Context: an optimization exercise on an open-source flow, tuned for small area. The choices shown serve that exercise and are no tape-out recipe. Where RTL was checked, it was by simulation tests only, not by an equivalence proof against the original. No activity file was given, so power comes from the tool's default toggle rates.

==> module phase_controller, before the edit <==
module phase_controller (
    input clock,
    input reset,
    output [3:0] code,
    output [7:0] w,
    output [1:0] quadrant
);
    logic [3:0] cd;
    logic [7:0] wr;
    logic [5:0] c;
    logic e, r;
    logic [1:0] q;
    wire pre = (cd == 4'd0);
    wire endq = (cd == 4'd14) && (wr == 8'h1d || wr == 8'h1e);
    logic [7:0] up1, up2;           
    logic [7:0] upw, upw1;          
    assign up1 = ({8{cd == 0}} & 8'he)
            | ({8{cd == 1}} & 8'h7e)
            | ({8{cd == 2}} & 8'h7e)
            | ({8{cd == 3}} & 8'h76)
            | ({8{cd == 4}} & 8'h7f)
            | ({8{cd == 5}} & 8'h7e)
            | ({8{cd == 6}} & 8'h7f)
            | ({8{cd == 7}} & 8'h40)
            | ({8{cd == 8}} & 8'h7f)
            | ({8{cd == 9}} & 8'h7e)
            | ({8{cd == 10}} & 8'h7e)
            | ({8{cd == 11}} & 8'h76)
            | ({8{cd == 12}} & 8'h7f)
            | ({8{cd == 13}} & 8'h7e);
    assign up2 = ({8{cd == 0}} & 8'hd)
            | ({8{cd == 1}} & 8'h7d)
            | ({8{cd == 2}} & 8'h7d)
            | ({8{cd == 3}} & 8'h75)
            | ({8{cd == 4}} & 8'h7e)
            | ({8{cd == 5}} & 8'h7d)
            | ({8{cd == 6}} & 8'h7e)
            | ({8{cd == 7}} & 8'h3f)
            | ({8{cd == 8}} & 8'h7e)
            | ({8{cd == 9}} & 8'h7d)
            | ({8{cd == 10}} & 8'h7d)
            | ({8{cd == 11}} & 8'h75)
            | ({8{cd == 12}} & 8'h7e)
            | ({8{cd == 13}} & 8'h7d);
    assign upw[0] = (~cd[1] & ~cd[3]) | (cd[0] & ~cd[1]) | (cd[0] & cd[2]) | (~cd[1] & cd[2]);
    assign upw[1] = (cd[0] & cd[1] & cd[2]);
    assign upw[2] = (cd[0] & cd[1] & cd[2]);
    assign upw[3] = (cd[0] & cd[1]);
    assign upw[4] = (cd[0] & cd[1] & cd[2]);
    assign upw[5] = (~cd[0] & ~cd[1] & ~cd[2] & ~cd[3]) | (cd[0] & cd[1] & cd[2]);
    assign upw[6] = (~cd[0] & ~cd[1] & ~cd[2] & ~cd[3]);
    assign upw[7] = 1'b1;
    assign upw1[0] = (cd[1] & ~cd[2]) | (~cd[0] & ~cd[2] & cd[3]) | (~cd[0] & cd[1]);
    assign upw1[1] = (~cd[1] & ~cd[3]) | (cd[0] & ~cd[1]) | (~cd[1] & cd[2]);
    assign upw1[2] = 1'b0;
    assign upw1[3] = (cd[0] & cd[1] & ~cd[2]);
    assign upw1[4] = 1'b0;
    assign upw1[5] = (~cd[0] & ~cd[1] & ~cd[2] & ~cd[3]);
    assign upw1[6] = (~cd[0] & ~cd[1] & ~cd[2] & ~cd[3]) | (cd[0] & cd[1] & cd[2]);
    assign upw1[7] = 1'b1;
    wire hit1 = ((wr == 8'h0e) && (cd == 4'd0))
        || ((wr == 8'h40) && (cd == 4'd7))
        || ((wr == 8'h76) && (cd == 4'd3 || cd == 4'd11))
        || ((wr == 8'h7e) && (cd == 4'd1 || cd == 4'd2 || cd == 4'd5 || cd == 4'd9 || cd == 4'd10 || cd == 4'd13))
        || ((wr == 8'h7f) && (cd == 4'd4 || cd == 4'd6 || cd == 4'd8 || cd == 4'd12));
    wire hit2 = ((wr == 8'h0d) && (cd == 4'd0))
        || ((wr == 8'h3f) && (cd == 4'd7))
        || ((wr == 8'h75) && (cd == 4'd3 || cd == 4'd11))
        || ((wr == 8'h7d) && (cd == 4'd1 || cd == 4'd2 || cd == 4'd5 || cd == 4'd9 || cd == 4'd10 || cd == 4'd13))
        || ((wr == 8'h7e) && (cd == 4'd4 || cd == 4'd6 || cd == 4'd8 || cd == 4'd12));
    wire xing = (cd != 4'd14) && (hit1 || (e && hit2));
    wire over = e && hit1;             
    logic [7:0] w_step;
    wire g1 = e | wr[0];
    assign w_step[0] = wr[0] ^ ~e;
    assign w_step[1] = wr[1] ^ g1;
    genvar k;
    generate
        for (k = 2; k < 8; k++) begin : ws
            assign w_step[k] = wr[k] ^ (g1 & (&wr[k-1:1]));
        end
    endgenerate
    logic [5:0] c_next;
    wire c_big = (c >= 6'd25);
    addsub #(.W(6)) uc (.a(c), .b(c_big ? 6'd11 : 6'd14), .sub(c_big), .s(c_next));
    always_ff @(posedge clock) begin
        if (reset || pre) begin
            c <= '0;
            e <= 1'b0;
            r <= 1'b0;
        end
        else begin
            r <= endq;
            if (r)
                c <= '0;
            else begin
                c <= c_next;
                e <= c_big;
            end
        end
    end
    always_ff @(posedge clock) begin
        if (reset) begin
            q <= 2'd0;
            cd <= 4'd0;
            wr <= 8'd0;
        end
        else if (endq) begin
            q <= q + 2'd1;
            cd <= 4'd1;
            wr <= 8'he1;
        end
        else if (xing) begin
            cd <= cd + 4'd1;
            wr <= over ? upw1 : upw;
        end
        else
            wr <= w_step;
    end
    assign code = cd;
    assign w = wr;
    assign quadrant = q;
endmodule
==> flow/config.mk <==
export PLATFORM = sky130hd
export DESIGN_NAME = cordic
export DESIGN_NICKNAME = cordic
export VERILOG_FILES = /design/flow/design.v
export SDC_FILE = /design/flow/constraint.sdc
export NUM_CORES = 4
export LEC_CHECK = 0
export ABC_AREA = 1
export CAP_MARGIN = 20
export CORE_MARGIN = 2
export CORE_UTILIZATION = 40
export CTS_BUF_LIST = sky130_fd_sc_hd__clkbuf_8
export GPL_TIMING_DRIVEN = 1
export PLACE_DENSITY = 0.6
export SLEW_MARGIN = 20
==> flow/constraint.sdc <==
create_clock -name core_clock -period 5.0 [get_ports {clock}]
set_input_delay 1.0000 -clock core_clock [delete_from_list [all_inputs] [get_ports {clock}]]
set_output_delay 1.0000 -clock core_clock [all_outputs]
set_load 0.01 [all_outputs]
run.sh (not shown) runs the stock make flow with config.mk's settings and CLKGATE_MAP_FILE= SYNTH_SCRIPT=/design/flow/synth_recipe.tcl, a recipe that flattens the netlist after the stock synthesis.
Rerun with:
--- a/flow/design.v
+++ b/flow/design.v
@@ -266,28 +266,22 @@
             | ({8{cd == 8}} & 8'h7e)
             | ({8{cd == 9}} & 8'h7d)
             | ({8{cd == 10}} & 8'h7d)
             | ({8{cd == 11}} & 8'h75)
             | ({8{cd == 12}} & 8'h7e)
             | ({8{cd == 13}} & 8'h7d);
-    assign upw[0] = (~cd[1] & ~cd[3]) | (cd[0] & ~cd[1]) | (cd[0] & cd[2]) | (~cd[1] & cd[2]);
-    assign upw[1] = (cd[0] & cd[1] & cd[2]);
-    assign upw[2] = (cd[0] & cd[1] & cd[2]);
-    assign upw[3] = (cd[0] & cd[1]);
-    assign upw[4] = (cd[0] & cd[1] & cd[2]);
-    assign upw[5] = (~cd[0] & ~cd[1] & ~cd[2] & ~cd[3]) | (cd[0] & cd[1] & cd[2]);
-    assign upw[6] = (~cd[0] & ~cd[1] & ~cd[2] & ~cd[3]);
-    assign upw[7] = 1'b1;
-    assign upw1[0] = (cd[1] & ~cd[2]) | (~cd[0] & ~cd[2] & cd[3]) | (~cd[0] & cd[1]);
-    assign upw1[1] = (~cd[1] & ~cd[3]) | (cd[0] & ~cd[1]) | (~cd[1] & cd[2]);
-    assign upw1[2] = 1'b0;
-    assign upw1[3] = (cd[0] & cd[1] & ~cd[2]);
-    assign upw1[4] = 1'b0;
-    assign upw1[5] = (~cd[0] & ~cd[1] & ~cd[2] & ~cd[3]);
-    assign upw1[6] = (~cd[0] & ~cd[1] & ~cd[2] & ~cd[3]) | (cd[0] & cd[1] & cd[2]);
-    assign upw1[7] = 1'b1;
+    assign upw = ({8{cd == 4'd2 || cd == 4'd6 || cd == 4'd8 || cd == 4'd10}} & 8'h80)
+            | ({8{cd == 4'd1 || cd == 4'd4 || cd == 4'd5 || cd == 4'd9 || cd == 4'd12 || cd == 4'd13}} & 8'h81)
+            | ({8{cd == 4'd3 || cd == 4'd11}} & 8'h88)
+            | ({8{cd == 4'd7}} & 8'hbf)
+            | ({8{cd == 4'd0}} & 8'he1);
+    assign upw1 = ({8{cd == 4'd2 || cd == 4'd6 || cd == 4'd8 || cd == 4'd10}} & 8'h81)
+            | ({8{cd == 4'd1 || cd == 4'd4 || cd == 4'd5 || cd == 4'd9 || cd == 4'd12 || cd == 4'd13}} & 8'h82)
+            | ({8{cd == 4'd3 || cd == 4'd11}} & 8'h89)
+            | ({8{cd == 4'd7}} & 8'hc0)
+            | ({8{cd == 4'd0}} & 8'he2);
     wire hit1 = ((wr == 8'h0e) && (cd == 4'd0))
         || ((wr == 8'h40) && (cd == 4'd7))
         || ((wr == 8'h76) && (cd == 4'd3 || cd == 4'd11))
         || ((wr == 8'h7e) && (cd == 4'd1 || cd == 4'd2 || cd == 4'd5 || cd == 4'd9 || cd == 4'd10 || cd == 4'd13))
         || ((wr == 8'h7f) && (cd == 4'd4 || cd == 4'd6 || cd == 4'd8 || cd == 4'd12));
     wire hit2 = ((wr == 8'h0d) && (cd == 4'd0))
Outcome: Count of clock-buffer cells in the layout goes up by 2; wire length came out higher by 0.76%; power fell by 7.2%; setup slack gains 89 ps; die area rises by 0.67%; clock skew rises by 7.5 ps; synthesized cell count went down by 0.59%.
Only the layout flow was run in the first run of this note; the RTL was not checked for function there.

---

Another version of the RTL of cordic (not shown whole).
For scale: roughly 1300 cells after synthesis, about 76 flip-flops, about 28 I/O pins, roughly 8300 µm² of cells after synthesis.
export LEC_CHECK = 0
export ABC_AREA = 1
export CAP_MARGIN = 20
export CORE_MARGIN = 2
export CORE_UTILIZATION = 40
export PLACE_DENSITY = 0.6
export SLEW_MARGIN = 20
create_clock -name core_clock -period 5.0 [get_ports {clock}]
Change:
--- a/flow/design.v
+++ b/flow/design.v
@@ -178,17 +178,17 @@
     logic e, r;
     logic [1:0] q;
     wire pre = (cd == 4'd0);
     wire up  = ~q[0];
     wire endq = up ? (cd == 4'd14) && (wr == 8'h1d || wr == 8'h1e)
                    : (cd == 4'd1) && (wr == 8'he2 || wr == 8'he1);
     logic [7:0] up1, dn1;                
     logic [7:0] upw, upw1, dnw, dnw1;    
-    assign up1 = ({8{cd == 0}} & 8'he)
+    assign up1 = ({8{cd == 0}} & 8'hf)
             | ({8{cd == 1}} & 8'h7e)
             | ({8{cd == 2}} & 8'h7e)
             | ({8{cd == 3}} & 8'h76)
             | ({8{cd == 4}} & 8'h7f)
             | ({8{cd == 5}} & 8'h7e)
             | ({8{cd == 6}} & 8'h7f)
             | ({8{cd == 7}} & 8'h40)
             | ({8{cd == 8}} & 8'h7f)
@@ -469,49 +469,39 @@
             | ({12{ts == 6'd52}} & 12'h7dc)
             | ({12{ts == 6'd53}} & 12'h7e6)
             | ({12{ts == 6'd54}} & 12'h7ee)
             | ({12{ts == 6'd55}} & 12'h7f4)
             | ({12{ts == 6'd56}} & 12'h7fb)
             | ({12{ts == 6'd57}} & 12'h7fd)
             | ({12{ts == 6'd58}} & 12'h7fd);
     logic signed [11:0] x8, y8;
-    addsmall #(.W(12), .K(5)) ux8 (.a(12'(x7)), .b(5'(y7 >>> 7)), .sub(dirs_a[3]), .s(x8));
-    addsmall #(.W(12), .K(5)) uy8 (.a(12'(y7)), .b(5'(x7 >>> 7)), .sub(~dirs_a[3]), .s(y8));
+    addfast2 #(.W(12), .K(5)) ux8 (.a(12'(x7)), .b(5'(y7 >>> 7)), .sub(dirs_a[3]), .s(x8));
+    addfast2 #(.W(12), .K(5)) uy8 (.a(12'(y7)), .b(5'(x7 >>> 7)), .sub(~dirs_a[3]), .s(y8));
+    logic [10:0] x9, y9;
+    addfast2 #(.W(11), .K(4)) ux9 (.a(11'(x8)), .b(4'(y8 >>> 8)), .sub(dirs_a[2]), .s(x9));
+    addfast2 #(.W(11), .K(4)) uy9 (.a(11'(y8)), .b(4'(x8 >>> 8)), .sub(~dirs_a[2]), .s(y9));
     logic [9:0] dirs_r1;
     logic [1:0] q_r1;
-    logic signed [11:0] x_r1;
-    logic signed [11:0] y_r1;
+    logic [10:0] x_r1;
+    logic [10:0] y_r1;
     always_ff @(posedge clock) begin
         dirs_r1 <= dirs_a;
         q_r1 <= q;
-        x_r1 <= x8;
-        y_r1 <= y8;
+        x_r1 <= x9;
+        y_r1 <= y9;
     end
-    logic [10:0] x9, y9;
-    addsmall #(.W(11), .K(4)) ux9 (.a(11'(x_r1)), .b(4'(y_r1 >>> 8)), .sub(dirs_r1[2]), .s(x9));
-    addsmall #(.W(11), .K(4)) uy9 (.a(11'(y_r1)), .b(4'(x_r1 >>> 8)), .sub(~dirs_r1[2]), .s(y9));
     logic [10:0] x10, y10;
-    addsmall #(.W(11), .K(3)) ux10 (.a(11'(x9)), .b(3'(y9 >> 9)), .sub(dirs_r1[1]), .s(x10));
-    addsmall #(.W(11), .K(3)) uy10 (.a(11'(y9)), .b(3'(x9 >> 9)), .sub(~dirs_r1[1]), .s(y10));
-    logic [9:0] dirs_r2;
-    logic [1:0] q_r2;
-    logic [10:0] x_r2;
-    logic [10:0] y_r2;
-    always_ff @(posedge clock) begin
-        dirs_r2 <= dirs_r1;
-        q_r2 <= q_r1;
-        x_r2 <= x10;
-        y_r2 <= y10;
-    end
-    wire mx = q_r2[0] ^ q_r2[1];
-    wire my = q_r2[1];
-    wire bx = y_r2[10];
-    wire by = x_r2[10];
+    addfast2 #(.W(11), .K(3)) ux10 (.a(11'(x_r1)), .b(3'(y_r1 >> 9)), .sub(dirs_r1[1]), .s(x10));
+    addfast2 #(.W(11), .K(3)) uy10 (.a(11'(y_r1)), .b(3'(x_r1 >> 9)), .sub(~dirs_r1[1]), .s(y10));
+    wire mx = q_r1[0] ^ q_r1[1];
+    wire my = q_r1[1];
+    wire bx = y10[10];
+    wire by = x10[10];
     logic signed [2:0] ax, ay;
-    assign ax = mx ? (dirs_r2[0] ? 3'd1 + {2'b00, bx} : 3'd1 - {2'b00, bx}) : (dirs_r2[0] ? 3'd0 - {2'b00, bx} : {2'b00, bx});
-    assign ay = my ? (dirs_r2[0] ? 3'd1 - {2'b00, by} : 3'd1 + {2'b00, by}) : (dirs_r2[0] ? {2'b00, by} : 3'd0 - {2'b00, by});
+    assign ax = mx ? (dirs_r1[0] ? 3'd1 + {2'b00, bx} : 3'd1 - {2'b00, bx}) : (dirs_r1[0] ? 3'd0 - {2'b00, bx} : {2'b00, bx});
+    assign ay = my ? (dirs_r1[0] ? 3'd1 - {2'b00, by} : 3'd1 + {2'b00, by}) : (dirs_r1[0] ? {2'b00, by} : 3'd0 - {2'b00, by});
     logic [10:0] rx, ry;
-    addsmall #(.W(11), .K(3)) ux11 (.a(x_r2 ^ {11{mx}}), .b(ax), .sub(1'b0), .s(rx));
-    addsmall #(.W(11), .K(3)) uy11 (.a(y_r2 ^ {11{my}}), .b(ay), .sub(1'b0), .s(ry));
+    addfast2 #(.W(11), .K(3)) ux11 (.a(x10 ^ {11{mx}}), .b(ax), .sub(1'b0), .s(rx));
+    addfast2 #(.W(11), .K(3)) uy11 (.a(y10 ^ {11{my}}), .b(ay), .sub(1'b0), .s(ry));
     assign cosine = {1'b0, ~mx, rx};
     assign sine = {1'b0, ~my, ry};
 endmodule
Result:
- die area rose slightly
- wire length rose by about a fifth
- via count rose by about a fifth
- total power fell by well over a third
- design area rose by about a fifth
- register-to-register slack is worse by 0.20 ns
- non-clock buffer count rose by 164
- worst setup slack is worse by 0.20 ns
- clock power fell by well over a third
- utilization rose by 8.8 points
- clock skew fell by 0.0042 ns
- hold slack is better by 0.033 ns
- count of clock-buffer cells in the layout fell by 3
Function was not checked in any run of this note: the RTL went through the layout flow alone.

---

cordic, a different RTL version from the one above (not shown whole).
Size in the first run: roughly 1200 cells after synthesis, roughly 48 flip-flops, roughly 28 I/O pins, about 0.0067 mm^2 of cells after synthesis.
Settings: LEC_CHECK=0, ABC_AREA=1, CAP_MARGIN=20, CORE_MARGIN=2, CORE_UTILIZATION=40, CTS_BUF_LIST=sky130_fd_sc_hd__clkbuf_8, GPL_TIMING_DRIVEN=0, PLACE_DENSITY=0.8, SLEW_MARGIN=20; clock period 5.0 ns.
The first run completed, yet does not pass: negative setup slack.
Change:
--- a/flow/design.v
+++ b/flow/design.v
@@ -236,31 +236,31 @@
     logic [7:0] wr;
     logic [5:0] c;
     logic e, r;
     logic [1:0] q;
     wire pre = (cd == 4'd0);
     wire endq = (cd == 4'd14) && (wr == 8'h1d || wr == 8'h1e);
     logic [7:0] up1, up2;           
     logic [7:0] upw, upw1;          
-    assign up1 = ({8{cd == 0}} & 8'hf)
+    assign up1 = ({8{cd == 0}} & 8'he)
             | ({8{cd == 1}} & 8'h7e)
             | ({8{cd == 2}} & 8'h7e)
             | ({8{cd == 3}} & 8'h76)
             | ({8{cd == 4}} & 8'h7f)
             | ({8{cd == 5}} & 8'h7e)
             | ({8{cd == 6}} & 8'h7f)
             | ({8{cd == 7}} & 8'h40)
             | ({8{cd == 8}} & 8'h7f)
             | ({8{cd == 9}} & 8'h7e)
             | ({8{cd == 10}} & 8'h7e)
             | ({8{cd == 11}} & 8'h76)
             | ({8{cd == 12}} & 8'h7f)
             | ({8{cd == 13}} & 8'h7e);
-    assign up2 = ({8{cd == 0}} & 8'he)
+    assign up2 = ({8{cd == 0}} & 8'hd)
             | ({8{cd == 1}} & 8'h7d)
             | ({8{cd == 2}} & 8'h7d)
             | ({8{cd == 3}} & 8'h75)
             | ({8{cd == 4}} & 8'h7e)
             | ({8{cd == 5}} & 8'h7d)
             | ({8{cd == 6}} & 8'h7e)
             | ({8{cd == 7}} & 8'h3f)
             | ({8{cd == 8}} & 8'h7e)
@@ -511,37 +511,51 @@
             | ({11{tj == 6'd57}} & 11'h53e)
             | ({11{tj == 6'd58}} & 11'h555)
             | ({11{tj == 6'd59}} & 11'h56b)
             | ({11{tj == 6'd60}} & 11'h584)
             | ({11{tj == 6'd61}} & 11'h59a)
             | ({11{tj == 6'd62}} & 11'h5b0);
     assign x8 = sw ? tb : ta;
     assign y8 = sw ? ta : tb;
-    logic [10:0] x9, y9;
-    addfast2 #(.W(11), .K(4)) ux9 (.a(11'(x8)), .b(4'(y8 >> 8)), .sub(dirs_a[2]), .s(x9));
-    addfast2 #(.W(11), .K(4)) uy9 (.a(11'(y8)), .b(4'(x8 >> 8)), .sub(~dirs_a[2]), .s(y9));
     logic [9:0] dirs_r1;
     logic [1:0] q_r1;
     logic [10:0] x_r1;
     logic [10:0] y_r1;
     always_ff @(posedge clock) begin
         dirs_r1 <= dirs_a;
         q_r1 <= q;
-        x_r1 <= x9;
-        y_r1 <= y9;
+        x_r1 <= x8;
+        y_r1 <= y8;
+    end
+    logic [10:0] x9, y9;
+    addfast2 #(.W(11), .K(4)) ux9 (.a(11'(x_r1)), .b(4'(y_r1 >> 8)), .sub(dirs_r1[2]), .s(x9));
+    addfast2 #(.W(11), .K(4)) uy9 (.a(11'(y_r1)), .b(4'(x_r1 >> 8)), .sub(~dirs_r1[2]), .s(y9));
+    logic [10:0] x10, y10;    
+    addfast2 #(.W(11), .K(3)) ux10 (.a(x9), .b({1'b0, y9[10:9]}), .sub(dirs_r1[1]), .s(x10));
+    addfast2 #(.W(11), .K(3)) uy10 (.a(y9), .b({1'b0, x9[10:9]}), .sub(~dirs_r1[1]), .s(y10));
+    logic [9:0] dirs_r2;
+    logic [1:0] q_r2;
+    logic [10:0] x_r2;
+    logic [10:0] y_r2;
+    logic [1:0] b10_r2;
+    always_ff @(posedge clock) begin
+        dirs_r2 <= dirs_r1;
+        q_r2 <= q_r1;
+        x_r2 <= x9;
+        y_r2 <= y9;
+        b10_r2 <= {x10[10], y10[10]};
     end
-    logic [10:0] x10, y10;
-    addfast2 #(.W(11), .K(3)) ux10 (.a(11'(x_r1)), .b(3'(y_r1 >> 9)), .sub(dirs_r1[1]), .s(x10));
-    addfast2 #(.W(11), .K(3)) uy10 (.a(11'(y_r1)), .b(3'(x_r1 >> 9)), .sub(~dirs_r1[1]), .s(y10));
-    wire mx = q_r1[0] ^ q_r1[1];
-    wire my = q_r1[1];
-    wire bx = y10[10];
-    wire by = x10[10];
-    logic signed [2:0] ax, ay;
-    assign ax = mx ? (dirs_r1[0] ? 3'd1 + {2'b00, bx} : 3'd1 - {2'b00, bx}) : (dirs_r1[0] ? 3'd0 - {2'b00, bx} : {2'b00, bx});
-    assign ay = my ? (dirs_r1[0] ? 3'd1 - {2'b00, by} : 3'd1 + {2'b00, by}) : (dirs_r1[0] ? {2'b00, by} : 3'd0 - {2'b00, by});
+    wire mx = q_r2[0] ^ q_r2[1];
+    wire my = q_r2[1];
+    wire x10b = b10_r2[1];
+    wire y10b = b10_r2[0];
+    logic [3:0] tx, ty, ax, ay;
+    assign tx = (dirs_r2[1] ? 4'd0 - {2'b00, y_r2[10:9]} : {2'b00, y_r2[10:9]}) + (dirs_r2[0] ? 4'd0 - {3'b000, y10b} : {3'b000, y10b});
+    assign ty = (dirs_r2[1] ? {2'b00, x_r2[10:9]} : 4'd0 - {2'b00, x_r2[10:9]}) + (dirs_r2[0] ? {3'b000, x10b} : 4'd0 - {3'b000, x10b});
+    assign ax = mx ? 4'd1 - tx : tx;
+    assign ay = my ? 4'd1 - ty : ty;
     logic [10:0] rx, ry;
-    addfast2 #(.W(11), .K(3)) ux11 (.a(x10 ^ {11{mx}}), .b(ax), .sub(1'b0), .s(rx));
-    addfast2 #(.W(11), .K(3)) uy11 (.a(y10 ^ {11{my}}), .b(ay), .sub(1'b0), .s(ry));
+    addfast2 #(.W(11), .K(4)) ux11 (.a(x_r2 ^ {11{mx}}), .b(ax), .sub(1'b0), .s(rx));
+    addfast2 #(.W(11), .K(4)) uy11 (.a(y_r2 ^ {11{my}}), .b(ay), .sub(1'b0), .s(ry));
     assign cosine = {1'b0, ~mx, rx};
     assign sine = {1'b0, ~my, ry};
 endmodule
The new run completed, yet does not pass: negative setup slack.
Register-to-register slack gets better by 590 ps.
Final area climbs by 0.68%.
Via count drops by 1.5%.
Cell count climbs by 0.81%.
Wire length drops by 5.0%.
Clock power climbs by 88%.
Worst hold slack gets worse by 23 ps.
No functional check of the RTL was part of any run of this note.

## what the ideal ports hide
The results above use ideal ports. As a check the final layouts listed here were re-extracted and re-timed, cells and wires unchanged. Step 1: set_driving_cell puts a clkbuf_16 on clock and a buf_2 on each other input, an assumption about the parent block. Step 2 also shifts input and output timing later by t, the mid clock arrival at the registers, as if the neighbouring blocks saw the same clock. a / b / c = no drivers / after step 1 / after step 2; a / b = the first two.
| run | t, ns | slack for setup (ns) | worst hold slack (ns) |
|---|---|---|---|
| the first run of note 1 | 0.378 | 0.438 / 0.401 / 0.515 | 0.328 / 0.328 / 0.328 |
| the second run of note 1 | 0.371 | 0.527 / 0.527 / 0.527 | 0.333 / 0.333 / 0.333 |
| the first run of note 2 | 0.379 | 0.291 / 0.291 / 0.291 | 0.326 / 0.326 / 0.326 |
| the second run of note 2 | 0.346 | 0.087 / 0.087 / 0.087 | 0.360 / 0.360 / 0.360 |
| the first run of note 3 | 0.337 | -0.044 / -0.072 / 0.197 | 0.353 / 0.353 / 0.353 |
| the second run of note 3 | 0.401 | -0.026 / -0.064 / 0.337 | 0.330 / 0.330 / 0.330 |
